What follows belongs to an exercise in optimizing a design on an open flow for a short achievable clock period and few clock cycles; a production flow would make more cautious choices. RTL that was checked went through simulation tests only; none was proved equivalent to the original. Power figures rest on the tool's default switching activity, not on a simulated workload.

== the reference run ==
==> flow/design.v <==
module cpu4(input clk,
            input rst,
            output [7:0] imem_addr,
            input [15:0] imem_data,
            output [7:0] dmem_addr,
            output [15:0] dmem_wdata,
            output dmem_we,
            output dmem_re,
            input [15:0] dmem_rdata,
            output rf_we,
            output [3:0] rf_waddr,
            output [15:0] rf_wdata,
            output halted);
    genvar gi;
    reg [7:0]  pc;            
    reg        halted_r;
    reg        e_valid;       
    reg        e_wr;          
    reg        e_ld;          
    reg        e_br;          
    reg        e_pred;        
    reg [5:0]  e_bt;          
    reg [3:0]  e_dst;
    reg [15:0] e_ra;          
    reg [15:0] e_rb;          
    reg [15:0] e_rd;          
    reg [15:0] e_imm;         
    reg        e_fa;          
    reg [3:0]  e_cs;          
    reg [5:0]  e_sb;          
    reg        e_cin;         
    reg [7:0]  e_tgt;         
    reg [7:0]  e_fall;        
    reg        s_pend;        
    reg        s_miss;        
    reg [7:0]  s_redir;       
    reg        e_re_r, e_we_r;
    reg [7:0]  e_daddr;       
    reg [15:0] e_wdata;       
    reg        w_we;
    reg [3:0]  w_addr;
    reg [15:0] w_data;
    reg        w_zero;        
    wire [255:0] rfv;
    wire [15:0] zf;
    wire [15:0] e_a = e_fa ? w_data : e_ra;
    wire [15:0] e_b = ({16{e_sb[0]}} & e_rb) | ({16{e_sb[1]}} & ~e_rb) |
                      ({16{e_sb[2]}} & e_rd) | ({16{e_sb[3]}} & e_imm) |
                      ({16{e_sb[4]}} & w_data) | ({16{e_sb[5]}} & ~w_data);
    wire [15:0] alu;
    cpu4_add16 add(.a(e_a), .b(e_b), .cin(e_cin), .s(alu));
    wire [15:0] e_res = e_ld ? dmem_rdata : alu;
    wire t0, t1, t2;
    wire s0, s1, s2;
    cpu4_brcmp c0(.bt(e_bt), .x(e_ra), .y(e_rd), .taken(t0), .slow(s0));
    cpu4_brcmp c1(.bt(e_bt), .x(w_data), .y(e_rd), .taken(t1), .slow(s1));
    cpu4_brcmp c2(.bt(e_bt), .x(e_ra), .y(w_data), .taken(t2), .slow(s2));
    wire taken = (e_cs[0] & t0) | (e_cs[1] & t1) | (e_cs[2] & t2) | e_cs[3];
    wire taken_s = (e_cs[0] & s0) | (e_cs[1] & s1) | (e_cs[2] & s2);
    wire e_slow = e_bt[4] | e_bt[5];
    wire mispredict2 = s_pend & s_miss;
    wire mispredict = (e_valid & e_br & ~e_slow & (taken ^ e_pred)) | mispredict2;
    wire e_fwd = e_valid & e_wr;
    wire alu_zero = ((e_a ^ e_b) == {e_a[14:0] | e_b[14:0], e_cin});
    wire e_zero = e_ld ? (dmem_rdata == 16'd0) : alu_zero;
    wire e_zfwd;
    cpu4_zero16 ez(.a(e_a), .b(e_b), .cin(e_cin), .z(e_zfwd));
    generate
        for (gi = 0; gi < 16; gi = gi + 1) begin : R
            reg [15:0] q;
            reg z;
            wire wr = w_we && w_addr == gi;
            always @(posedge clk)
                if (wr) begin
                    q <= w_data;
                    z <= w_zero;
                end
            assign rfv[gi*16 +: 16] = wr ? w_data : q;
            assign zf[gi] = wr ? w_zero : z;
        end
    endgenerate
    wire [3:0] op = imem_data[15:12];
    wire [3:0] rd = imem_data[11:8];
    wire [3:0] ra = imem_data[7:4];
    wire [3:0] rb = imem_data[3:0];
    wire f_ld   = (op == 4'd0);
    wire f_st   = (op == 4'd1);
    wire f_rr   = (op == 4'd2) | (op == 4'd3);
    wire f_ri   = (op == 4'd4) | (op == 4'd5);
    wire f_sub  = (op == 4'd3) | (op == 4'd5);
    wire f_halt = (op == 4'd7);
    wire f_bz   = (op == 4'd8);
    wire f_bnz  = (op == 4'd9);
    wire f_beq  = (op == 4'd13);
    wire f_bneq = (op == 4'd14);
    wire f_blt  = (op == 4'd6);
    wire f_bgt  = (op == 4'd15);
    wire f_cmp  = f_beq | f_bneq | f_blt | f_bgt;    
    wire f_br   = f_bz | f_bnz | f_cmp;
    wire f_wr   = f_ld | f_rr | f_ri;
    wire fa = e_fwd & (e_dst == ra);
    wire fb = e_fwd & (e_dst == rb);
    wire fd = e_fwd & (e_dst == rd);
    wire same = (ra == rd);
    wire back = rb[3];
    wire z_ok = ~fa | ~e_ld;
    wire zf_ra;
    cpu4_mux16 #(.W(1)) zf_rd(.d(zf), .s(ra), .y(zf_ra));
    wire st_pred = (f_beq & (same | back)) | (f_bneq & ~same) |
                   ((f_blt | f_bgt) & ~same & back);
    wire p_z  = f_bz | st_pred;
    wire p_nz = f_bnz | st_pred;
    wire z_ra;
    cpu4_zget zs(.z_ok(z_ok), .fa(fa), .zpre(e_zfwd), .zf(zf_ra), .z(z_ra));
    wire f_pred = z_ra ? p_z : p_nz;
    wire [15:0] rf_a, rf_b, rf_d;
    cpu4_mux16 #(.W(16)) rd_a(.d(rfv), .s(ra), .y(rf_a));
    cpu4_mux16 #(.W(16)) rd_b(.d(rfv), .s(rb), .y(rf_b));
    cpu4_mux16 #(.W(16)) rd_d(.d(rfv), .s(rd), .y(rf_d));
    wire [15:0] sx16 = {{12{rb[3]}}, rb};
    wire b_imm = f_ri;
    wire b_rd  = f_cmp & ~fd;
    wire b_w   = (f_cmp & fd) | (~f_ri & ~f_cmp & fb & ~f_sub);
    wire b_wn  = ~f_ri & ~f_cmp & fb & f_sub;
    wire b_rb  = ~f_ri & ~f_cmp & ~fb & ~f_sub;
    wire b_rbn = ~f_ri & ~f_cmp & ~fb & f_sub;
    wire [3:0] hi   = pc[7:4];
    wire [3:0] hi_p = hi + 4'd1;
    wire [3:0] hi_m = hi - 4'd1;
    wire [127:0] tgv;
    generate
        for (gi = 0; gi < 16; gi = gi + 1) begin : T
            localparam integer SK = (gi >= 8) ? gi - 16 : gi;
            localparam [4:0] C1 = SK;
            wire [4:0] l1 = {1'b0, pc[3:0]} + C1;
            wire [3:0] h1 = l1[4] ? ((SK < 0) ? hi_m : hi_p) : hi;
            assign tgv[gi*8 +: 8] = {h1, l1[3:0]};    
        end
    endgenerate
    wire [4:0] l3 = {1'b0, pc[3:0]} + 5'd1;
    wire [7:0] pc1 = {l3[4] ? hi_p : hi, l3[3:0]};
    wire [7:0] pc_tgt;
    cpu4_mux16 #(.W(8)) tg(.d(tgv), .s(rb), .y(pc_tgt));
    wire [7:0] e_redir = e_pred ? e_fall : e_tgt;
    wire [7:0] pc_d;
    wire st_wait = f_st & e_valid & e_slow;
    wire hold = f_halt | halted_r | st_wait;
    cpu4_pcnext pm(.z(z_ra), .t1(~hold & p_z), .f1(~hold & ~p_z),
                   .t0(~hold & p_nz), .f0(~hold & ~p_nz), .h(hold),
                   .pc(pc), .tgt(pc_tgt), .pc1(pc1),
                   .m(mispredict | rst), .redir(rst ? 8'd0 : mispredict2 ? s_redir : e_redir),
                   .d(pc_d));
    always @(posedge clk)
        pc <= pc_d;
    wire f_go = ~mispredict & ~f_halt & ~halted_r & ~st_wait;
    always @(posedge clk) begin
        if (rst) begin
            halted_r <= 1'b0;
            s_pend <= 1'b0;
            e_valid <= 1'b0;
            e_re_r <= 1'b0;
            e_we_r <= 1'b0;
            w_we <= 1'b0;
        end else begin
            if (f_halt && !mispredict && !e_fwd && !(e_valid && e_slow))
                halted_r <= 1'b1;
            s_pend <= e_valid & e_slow & ~mispredict2;
            e_valid <= f_go;
            e_re_r <= f_go & f_ld;
            e_we_r <= f_go & f_st;
            w_we <= e_fwd & ~mispredict2;
        end
        e_wr <= f_wr;
        e_ld <= f_ld;
        e_br <= f_br;
        e_pred <= f_pred;
        e_bt <= {f_bgt, f_blt, f_bneq, f_beq, f_bnz, f_bz};
        e_dst <= rd;
        e_ra <= rf_a;
        e_rb <= rf_b;
        e_rd <= rf_d;
        e_imm <= f_sub ? ~sx16 : sx16;
        e_fa <= fa;
        e_cs <= {f_cmp & fa & fd & f_beq, f_cmp & ~fa & fd,
                 fa & ~(f_cmp & fd), ~fa & ~(f_cmp & fd)};
        e_sb <= {b_wn, b_w, b_imm, b_rd, b_rbn, b_rb};
        e_cin <= f_sub;
        e_tgt <= pc_tgt;
        e_fall <= pc1;
        s_miss <= taken_s ^ e_pred;
        s_redir <= e_redir;
        e_daddr <= fa ? e_res[7:0] : rf_a[7:0];
        e_wdata <= fb ? e_res : rf_b;
        w_addr <= e_dst;
        w_data <= e_res;
        w_zero <= e_zero;
    end
    assign imem_addr = pc;
    assign dmem_addr = e_daddr;
    assign dmem_wdata = e_wdata;
    assign dmem_we = e_we_r;
    assign dmem_re = e_re_r;
    assign rf_we = w_we;
    assign rf_waddr = w_addr;
    assign rf_wdata = w_data;
    assign halted = halted_r;
endmodule
module cpu4_mux16 #(parameter W = 16)
                  (input [16*W-1:0] d,
                   input [3:0] s,
                   output [W-1:0] y);
    assign y = d[s*W +: W];
endmodule
module cpu4_add16(input [15:0] a,
                  input [15:0] b,
                  input cin,
                  output [15:0] s);
    wire [16:0] t = {a, 1'b1} + {b, cin};
    assign s = t[16:1];
endmodule
module cpu4_zget(input z_ok,
                 input fa,
                 input zpre,
                 input zf,
                 output z);
    assign z = z_ok & (fa ? zpre : zf);
endmodule
module cpu4_pcnext(input z,
                   input t1,
                   input f1,
                   input t0,
                   input f0,
                   input h,
                   input [7:0] pc,
                   input [7:0] tgt,
                   input [7:0] pc1,
                   input m,
                   input [7:0] redir,
                   output [7:0] d);
    wire [7:0] d1 = ({8{t1}} & tgt) | ({8{f1}} & pc1) | ({8{h}} & pc);
    wire [7:0] d0 = ({8{t0}} & tgt) | ({8{f0}} & pc1) | ({8{h}} & pc);
    wire [7:0] df = z ? d1 : d0;
    assign d = m ? redir : df;
endmodule
module cpu4_brcmp(input [5:0] bt,
                  input [15:0] x,
                  input [15:0] y,
                  output taken,
                  output slow);
    wire eq   = (x == y);
    wire zero = (x == 16'd0);
    wire lt   = $signed(x) < $signed(y);
    wire gt   = $signed(x) > $signed(y);
    assign taken = (bt[0] & zero) | (bt[1] & ~zero) | (bt[2] & eq) |
                   (bt[3] & ~eq);
    assign slow = (bt[4] & lt) | (bt[5] & gt);
endmodule
module cpu4_zero16(input [15:0] a,
                   input [15:0] b,
                   input cin,
                   output z);
    assign z = ((a ^ b) == {a[14:0] | b[14:0], cin});
endmodule
Settings: LEC_CHECK=0, CAP_MARGIN=20, CORE_MARGIN=2, CORE_UTILIZATION=40, SETUP_SLACK_MARGIN=5, SLEW_MARGIN=20, SYNTH_HIERARCHICAL=1, SYNTH_MINIMUM_KEEP_SIZE=0; clock period 8.0 ns.
run.sh (not shown) runs the stock make flow with config.mk's settings and CLKGATE_MAP_FILE= SYNTH_SCRIPT=/design/flow/synth_recipe.tcl, a recipe that flattens the netlist after the stock synthesis.
Modified inputs, the trial run compared to the reference run
--- a/flow/design.v
+++ b/flow/design.v
@@ -14,12 +14,13 @@
     genvar gi;
     reg [7:0]  pc;            
     reg        halted_r;
     reg        e_valid;       
     reg        e_wr;          
     reg        e_ld;          
+    reg        e_ri;          
     reg        e_br;          
     reg        e_pred;        
     reg [5:0]  e_bt;          
     reg [3:0]  e_dst;
     reg [15:0] e_ra;          
     reg [15:0] e_rb;          
@@ -60,14 +61,16 @@
     wire e_slow = e_bt[4] | e_bt[5];
     wire mispredict2 = s_pend & s_miss;
     wire mispredict = (e_valid & e_br & ~e_slow & (taken ^ e_pred)) | mispredict2;
     wire e_fwd = e_valid & e_wr;
     wire alu_zero = ((e_a ^ e_b) == {e_a[14:0] | e_b[14:0], e_cin});
     wire e_zero = e_ld ? (dmem_rdata == 16'd0) : alu_zero;
-    wire e_zfwd;
-    cpu4_zero16 ez(.a(e_a), .b(e_b), .cin(e_cin), .z(e_zfwd));
+    wire za0, za1;
+    cpu4_zero16 ez0(.a(e_ra), .b(e_imm), .cin(e_cin), .z(za0));
+    cpu4_zero16 ez1(.a(w_data), .b(e_imm), .cin(e_cin), .z(za1));
+    wire e_zfwd = e_fa ? za1 : za0;
     generate
         for (gi = 0; gi < 16; gi = gi + 1) begin : R
             reg [15:0] q;
             reg z;
             wire wr = w_we && w_addr == gi;
             always @(posedge clk)
@@ -100,13 +103,13 @@
     wire f_wr   = f_ld | f_rr | f_ri;
     wire fa = e_fwd & (e_dst == ra);
     wire fb = e_fwd & (e_dst == rb);
     wire fd = e_fwd & (e_dst == rd);
     wire same = (ra == rd);
     wire back = rb[3];
-    wire z_ok = ~fa | ~e_ld;
+    wire z_ok = ~fa | e_ri;
     wire zf_ra;
     cpu4_mux16 #(.W(1)) zf_rd(.d(zf), .s(ra), .y(zf_ra));
     wire st_pred = (f_beq & (same | back)) | (f_bneq & ~same) |
                    ((f_blt | f_bgt) & ~same & back);
     wire p_z  = f_bz | st_pred;
     wire p_nz = f_bnz | st_pred;
@@ -169,12 +172,13 @@
             e_re_r <= f_go & f_ld;
             e_we_r <= f_go & f_st;
             w_we <= e_fwd & ~mispredict2;
         end
         e_wr <= f_wr;
         e_ld <= f_ld;
+        e_ri <= f_ri;
         e_br <= f_br;
         e_pred <= f_pred;
         e_bt <= {f_bgt, f_blt, f_bneq, f_beq, f_bnz, f_bz};
         e_dst <= rd;
         e_ra <= rf_a;
         e_rb <= rf_b;
Going from the reference run to the trial run, the power was found to have gone up by 210 uW. Looking at last weighted congestion value of the routability-driven placer, the trial run sits about 0.8% above the reference run. Relative to the reference run, overall die width has increased by 0.97% in the trial run. Summary of the trial run over the reference run: total of cells resized after clock tree synthesis increased 52, cell count increased 3.5%, largest net degree at the start of global routing fell by 11, via total after detailed routing went up. In the trial run, the die outline area came out 2.0% above the value in the reference run. The reference run → the trial run: worst setup slack saw an increase, via density per instance saw a decrease, cell count along the critical path shrank by 2, synthesized netlist cell count up 3.0%. Launching element of the worst setup path: w_addr[1]$_DFF_P_ -> the trial run, e_sb[3]$_DFF_P_ -> the reference run. Summary: worst-case setup slack after placement, the trial run better than the reference run.
Testbench counts of the trial run, summed over its fixed seeds: cycles 15,983.
Function not checked in the reference run: the RTL went through the layout flow alone.

-- port drivers added, routing unchanged --
The results above use ideal ports. As a check the final layouts listed here were re-extracted and re-timed, cells and wires unchanged. Step 1 sets driving cells, clkbuf_16 on the clock port and buf_2 on the other inputs (assumed; they add their load-dependent delay and slew). Step 2 also shifts input and output timing later by t, the mid clock arrival at the registers, as if the neighbouring blocks saw the same clock. Slacks: no drivers / after step 1 / after step 2; pairs: no drivers / after step 1.
run | shift t [ns] | setup WS [ns] | worst setup path after step 2
the reference run | 0.647 | 4.652 / 4.652 / 4.115 | input to register
the trial run | 0.649 | 4.882 / 4.806 / 4.157 | input to register
After both steps setup and hold are still met in every run listed. The setup slack of the trial run, which loses most, moves by -0.076 ns with the drivers and by -0.725 ns with both steps.
